Source: an optimization exercise on an open RTL-to-GDS flow (aim: small area and a short achievable clock period). Production flows keep margins and buffers that such runs may drop. At most, simulation tests tie the RTL to the original design; equivalence was not proved. Power figures rest on the tool's default switching activity, not on a simulated workload.

==> 02-08: inputs <==
## pda_cpu
module pda_cpu(input logic clk, reset,
		output logic [31:0] imem_addr,
		input  logic [31:0] imem_rdata,
		output logic [31:0] dmem_addr,
		output logic [31:0] dmem_wdata,
		output logic dmem_we,
		input  logic [31:0] dmem_rdata,
		output logic [8:0]  pix_x,
		output logic [7:0]  pix_y,
		output logic [31:0] pix_wdata,
		output logic pix_we,
		input  logic [31:0] pix_rdata);
	logic [31:0] pcF, sumE;
	logic takenE;
	always_ff @(posedge clk)
		if (reset)       pcF <= 32'b0;
		else if (takenE) pcF <= sumE;
		else             pcF <= pcF + 32'd1;
	assign imem_addr = pcF;
	logic [31:0] instD;
	logic validD;
	always_ff @(posedge clk) begin
		instD  <= imem_rdata;
		validD <= ~(reset | takenE);
	end
	logic [3:0] A1F, A2F, RdM;
	logic regWriteM;
	logic [15:0] oh1D, oh2D;
	logic fwd1, fwd2;
	assign A1F = imem_rdata[28] ? 4'd15 : imem_rdata[16:13];
	assign A2F = (imem_rdata[28:27] == 2'b01 && imem_rdata[24]) ? imem_rdata[20:17] : imem_rdata[3:0];
	always_ff @(posedge clk) begin
		for (int k = 0; k < 16; k++) begin
			oh1D[k] <= (A1F == k);
			oh2D[k] <= (A2F == k);
		end
		fwd1 <= ~reset & regWriteM & (RdM == A1F);
		fwd2 <= ~reset & regWriteM & (RdM == A2F);
	end
	logic [1:0] op;
	logic [4:0] cmd;
	logic immI;
	logic [3:0] RdD, RnD, RsD;
	logic [2:0] condD;
	assign op    = validD ? instD[28:27] : 2'b00;
	assign cmd   = validD ? instD[25:21] : 5'b0;
	assign RnD   = validD ? instD[16:13] : 4'd0;
	assign immI  = instD[26];
	assign RdD   = instD[20:17];
	assign RsD   = instD[3:0];
	assign condD = instD[31:29];
	logic regWriteD, memWriteD, memPixWriteD, flagWriteD, branchD, aluSrcD, regSrcA2;
	logic trigD;
	logic [1:0] memToRegD;
	logic sPassD, sSumD, sAndD, sOrD, sXorD, sMulD, sLsrD;
	logic subD, shiftD;
	always_comb begin
		regWriteD = 1'b0; memWriteD = 1'b0; memPixWriteD = 1'b0; flagWriteD = 1'b0;
  ...
export LEC_CHECK = 0
export CAP_MARGIN = 10
export CORE_MARGIN = 2
export CORE_UTILIZATION = 40
export CTS_BUF_LIST = sky130_fd_sc_hd__clkbuf_8
export SLEW_MARGIN = 10
create_clock -name core_clock -period 15.0 [get_ports {clk}]
standard.sh (not shown) runs the stock make flow with config.mk's settings and CLKGATE_MAP_FILE= SYNTH_SCRIPT=/design/flow/synth_recipe.tcl, a recipe that flattens the netlist after the stock synthesis.
==> flow/flow/run.sh <==
#!/bin/bash
# Standard ORFS layout (the standard.sh, standard synthesis unchanged),
# with timing repair asked to leave 9.7 ns of setup slack at the 15 ns clock.
set -euo pipefail
bash standard.sh SETUP_SLACK_MARGIN=9.7 finish > orfs_flow.log 2>&1
==> 02-16 (differences from 02-08) <==
==> flow/flow/run.sh (replaced) <==
#!/bin/bash
# Standard ORFS layout (the standard.sh, standard synthesis unchanged),
# with timing repair asked to leave 10 ns of setup slack at the 15 ns clock.
set -euo pipefail
bash standard.sh SETUP_SLACK_MARGIN=10 finish > orfs_flow.log 2>&1
==> notes.md <==
status=timing/DRC/antenna clean; M1 wire length=93000 um; Clock Power=2.55 mW; Core Util, Final=0.473; r2r setup slk=9.59 ns; Non-Filler Cell Area, Final=64000 sq um; Routed WL=243000 um; Leak=23.7 nW; worst reg-to-reg path cell count=21; CTS buffer count=162; antenna violations before repair=19; Seq. cell area=23600 sq um; min cycle time layout=5.41 ns; first-iteration detailed-routing DRC count=8037; Comb power frac=0.539; PostCTS Resize Cnt=207; # nets final=6012; register share of total power=0.257; Signal buf overhead=0.0730; met2 wire len=103000 um; Power per Cell Area=196 nW/um^2
the above is filed under 02-08

==> notes.md <==
antenna violations before repair=16; Leak=24.3 nW; PostCTS Resize Cnt=380; # nets final=6099; status=timing/DRC/antenna clean; worst reg-to-reg path cell count=17; CTS buffer count=161; first-iteration detailed-routing DRC count=8283; Seq. cell area=23700 sq um; Comb power frac=0.549; register share of total power=0.254; Clock Power=2.51 mW; M1 wire length=91900 um; r2r setup slk=9.71 ns; min cycle time layout=5.29 ns; Signal buf overhead=0.0838
the above is filed under 02-16


---

==> inputs of v5 <==
pda_cpu, a different RTL version from the one above (not shown whole).
==> flow/config.mk <==
export PLATFORM = sky130hd
export DESIGN_NAME = pda_cpu
export DESIGN_NICKNAME = pda_cpu
export VERILOG_FILES = /design/flow/design.v
export SDC_FILE = /design/flow/constraint.sdc
export NUM_CORES = 4
export LEC_CHECK = 0
export CAP_MARGIN = 10
export CORE_MARGIN = 2
export CORE_UTILIZATION = 55
export CTS_BUF_LIST = sky130_fd_sc_hd__clkbuf_8
export SLEW_MARGIN = 10
==> flow/constraint.sdc <==
create_clock -name core_clock -period 15.0 [get_ports {clk}]
set_input_delay 3.0000 -clock core_clock [delete_from_list [all_inputs] [get_ports {clk}]]
set_output_delay 3.0000 -clock core_clock [all_outputs]
set_load 0.01 [all_outputs]
==> flow/flow/run.sh <==
#!/bin/bash
# Standard ORFS layout (the standard.sh, standard synthesis unchanged),
# with timing repair asked to leave 9.4 ns of setup slack at the 15 ns clock.
set -euo pipefail
bash standard.sh SETUP_SLACK_MARGIN=9.4 finish > orfs_flow.log 2>&1
==> v6: changes against v5 <==
--- a/flow/design.v
+++ b/flow/design.v
@@ -1772,18 +1772,15 @@
 	end
 	logic [32:0] sumFull;
 	logic [31:0] prodE, resultE;
 	assign sumFull = {1'b0, aE} + {1'b0, bE} + {32'b0, subE};
 	assign sumE = sumFull[31:0];
 	pda_mul mul (aE, bOneE, bTwoE, bNegE, prodE);
-	logic kPass, kSum, kAnd, kOr, kXor, kMul, kLsr;
-	assign {kPass, kSum, kAnd, kOr, kXor, kMul, kLsr} =
-		{sPassE, sSumE, sAndE, sOrE, sXorE, sMulE, sLsrE} & {7{~reset}};
-	assign resultE = ({32{kPass}} & aE) | ({32{kSum}} & sumE) | ({32{kAnd}} & (aE & bE)) |
-					 ({32{kOr}} & (aE | bE)) | ({32{kXor}} & (aE ^ bE)) |
-					 ({32{kMul}} & prodE) | ({32{kLsr}} & rev32(prodE));
+	assign resultE = ({32{sPassE}} & aE) | ({32{sSumE}} & sumE) | ({32{sAndE}} & (aE & bE)) |
+					 ({32{sOrE}} & (aE | bE)) | ({32{sXorE}} & (aE ^ bE)) |
+					 ({32{sMulE}} & prodE) | ({32{sLsrE}} & rev32(prodE));
 	logic flagN, flagZ, condOut;
 	always_ff @(posedge clk)
 		if (reset) begin flagN <= 1'b0; flagZ <= 1'b0; end
 		else if (flagWriteE) begin flagN <= ~sumFull[32]; flagZ <= &(aE ^ bE); end
 	always_comb
 		case (condE)
@@ -1800,18 +1797,17 @@
 	logic [3:0] RdM;
 	logic [31:0] aluResultM, wdM;
 	logic [8:0] AxM;
 	logic [7:0] AyM;
 	always_ff @(posedge clk) begin
 		if (reset) begin
-			regWriteM <= 1'b0; memWriteM <= 1'b0; memPixWriteM <= 1'b0;
+			regWriteM <= 1'b0; memWriteM <= 1'b0; memPixWriteM <= 1'b0; aluResultM <= 32'b0;
 		end else begin
 			regWriteM <= condOut & regWriteE; memWriteM <= condOut & memWriteE;
-			memPixWriteM <= condOut & memPixWriteE;
+			memPixWriteM <= condOut & memPixWriteE; aluResultM <= resultE;
 		end
-		aluResultM <= resultE;
 		if (reset | ~validE) begin AxM <= 9'b0; AyM <= 8'b0; end
 		else begin AxM <= R0E; AyM <= R1E; end
 		trigM <= trigE; memToRegM <= memToRegE; RdM <= RdE; wdM <= wdE;
 	end
 	assign dmem_addr  = aluResultM;
 	assign dmem_wdata = wdM;
==> flow/flow/run.sh (replaced) <==
#!/bin/bash
# Standard ORFS layout (the standard.sh, standard synthesis unchanged),
# with timing repair asked to leave 10 ns of setup slack at the 15 ns clock.
set -euo pipefail
bash standard.sh SETUP_SLACK_MARGIN=10 finish > orfs_flow.log 2>&1
==> flow/config.mk (replaced) <==
export PLATFORM = sky130hd
export DESIGN_NAME = pda_cpu
export DESIGN_NICKNAME = pda_cpu
export VERILOG_FILES = /design/flow/design.v
export SDC_FILE = /design/flow/constraint.sdc
export NUM_CORES = 4
export LEC_CHECK = 0
export CAP_MARGIN = 20
export CORE_MARGIN = 2
export CORE_UTILIZATION = 40
export SLEW_MARGIN = 20
==> v12: changes against v5 <==
--- a/flow/design.v
+++ b/flow/design.v
@@ -1772,18 +1772,15 @@
 	end
 	logic [32:0] sumFull;
 	logic [31:0] prodE, resultE;
 	assign sumFull = {1'b0, aE} + {1'b0, bE} + {32'b0, subE};
 	assign sumE = sumFull[31:0];
 	pda_mul mul (aE, bOneE, bTwoE, bNegE, prodE);
-	logic kPass, kSum, kAnd, kOr, kXor, kMul, kLsr;
-	assign {kPass, kSum, kAnd, kOr, kXor, kMul, kLsr} =
-		{sPassE, sSumE, sAndE, sOrE, sXorE, sMulE, sLsrE} & {7{~reset}};
-	assign resultE = ({32{kPass}} & aE) | ({32{kSum}} & sumE) | ({32{kAnd}} & (aE & bE)) |
-					 ({32{kOr}} & (aE | bE)) | ({32{kXor}} & (aE ^ bE)) |
-					 ({32{kMul}} & prodE) | ({32{kLsr}} & rev32(prodE));
+	assign resultE = ({32{sPassE}} & aE) | ({32{sSumE}} & sumE) | ({32{sAndE}} & (aE & bE)) |
+					 ({32{sOrE}} & (aE | bE)) | ({32{sXorE}} & (aE ^ bE)) |
+					 ({32{sMulE}} & prodE) | ({32{sLsrE}} & rev32(prodE));
 	logic flagN, flagZ, condOut;
 	always_ff @(posedge clk)
 		if (reset) begin flagN <= 1'b0; flagZ <= 1'b0; end
 		else if (flagWriteE) begin flagN <= ~sumFull[32]; flagZ <= &(aE ^ bE); end
 	always_comb
 		case (condE)
@@ -1800,18 +1797,17 @@
 	logic [3:0] RdM;
 	logic [31:0] aluResultM, wdM;
 	logic [8:0] AxM;
 	logic [7:0] AyM;
 	always_ff @(posedge clk) begin
 		if (reset) begin
-			regWriteM <= 1'b0; memWriteM <= 1'b0; memPixWriteM <= 1'b0;
+			regWriteM <= 1'b0; memWriteM <= 1'b0; memPixWriteM <= 1'b0; aluResultM <= 32'b0;
 		end else begin
 			regWriteM <= condOut & regWriteE; memWriteM <= condOut & memWriteE;
-			memPixWriteM <= condOut & memPixWriteE;
+			memPixWriteM <= condOut & memPixWriteE; aluResultM <= resultE;
 		end
-		aluResultM <= resultE;
 		if (reset | ~validE) begin AxM <= 9'b0; AyM <= 8'b0; end
 		else begin AxM <= R0E; AyM <= R1E; end
 		trigM <= trigE; memToRegM <= memToRegE; RdM <= RdE; wdM <= wdE;
 	end
 	assign dmem_addr  = aluResultM;
 	assign dmem_wdata = wdM;
==> flow/config.mk (replaced) <==
export PLATFORM = sky130hd
export DESIGN_NAME = pda_cpu
export DESIGN_NICKNAME = pda_cpu
export VERILOG_FILES = /design/flow/design.v
export SDC_FILE = /design/flow/constraint.sdc
export NUM_CORES = 4
export LEC_CHECK = 0
export CAP_MARGIN = 10
export CORE_MARGIN = 2
export CORE_UTILIZATION = 40
export CTS_BUF_LIST = sky130_fd_sc_hd__clkbuf_8
export SLEW_MARGIN = 10
==> notes.md <==
item                                                           v5             v12              v6
Run status                                         finished clean  finished clean  finished clean
Multi-input gate area in the final layout              0.0291 mm2      0.0292 mm2      0.0302 mm2
Via count of the first global-routing pass                 46,100          45,600          46,300
Flip-flop and latch share of the layout cell area           0.341           0.335           0.327
Die area                                               0.0963 mm2       0.132 mm2       0.132 mm2
Net count of the mapped netlist                             5,755           5,750           5,750
Wire length on met1                                     81,200 um       87,600 um       88,300 um
Total number of vias                                       49,100          48,500          48,600
Multi-input gate share of total cell area                   0.480           0.473           0.476
Cell count of the worst reg-to-reg path                        18              19              22
Total CTS buffers                                             135             141              87
Fraction of power consumed by the clock network             0.182           0.172           0.171
Switching power summed over all nets                      5.10 mW         5.55 mW         6.20 mW
Synth-to-layout area growth                                 17.4%           19.2%           22.4%
No functional check of the RTL was part of v5.

-- re-timing with driven ports --
How much do the figures lean on ideal ports? The routed layouts below were timed once more, with nothing changed but the port constraints. Step 1: set_driving_cell puts a clkbuf_16 on clk and a buf_2 on each other input, an assumption about the parent block. Step 2 also shifts input and output timing later by t, the mid clock arrival at the registers, as if the neighbouring blocks saw the same clock. Slacks: ideal / step 1 / step 2; pairs: ideal / step 1.
run | shift t [ns] | setup slack, ns | cell pins on the clock port's net
02-08 | 0.980 | 9.588 / 9.588 / 9.497 | 1
02-16 | 0.998 | 9.713 / 9.713 / 9.713 | 1
v5 | 0.912 | 9.055 / 9.055 / 9.055 | 1
v6 | 0.756 | 9.421 / 9.421 / 9.421 | 1
v12 | 0.899 | 9.223 / 9.223 / 9.223 | 1
After both steps every run listed still meets setup and hold. For 02-08, which loses most, drivers alone change the setup slack by 0.000 ns; drivers and shift together by -0.091 ns.
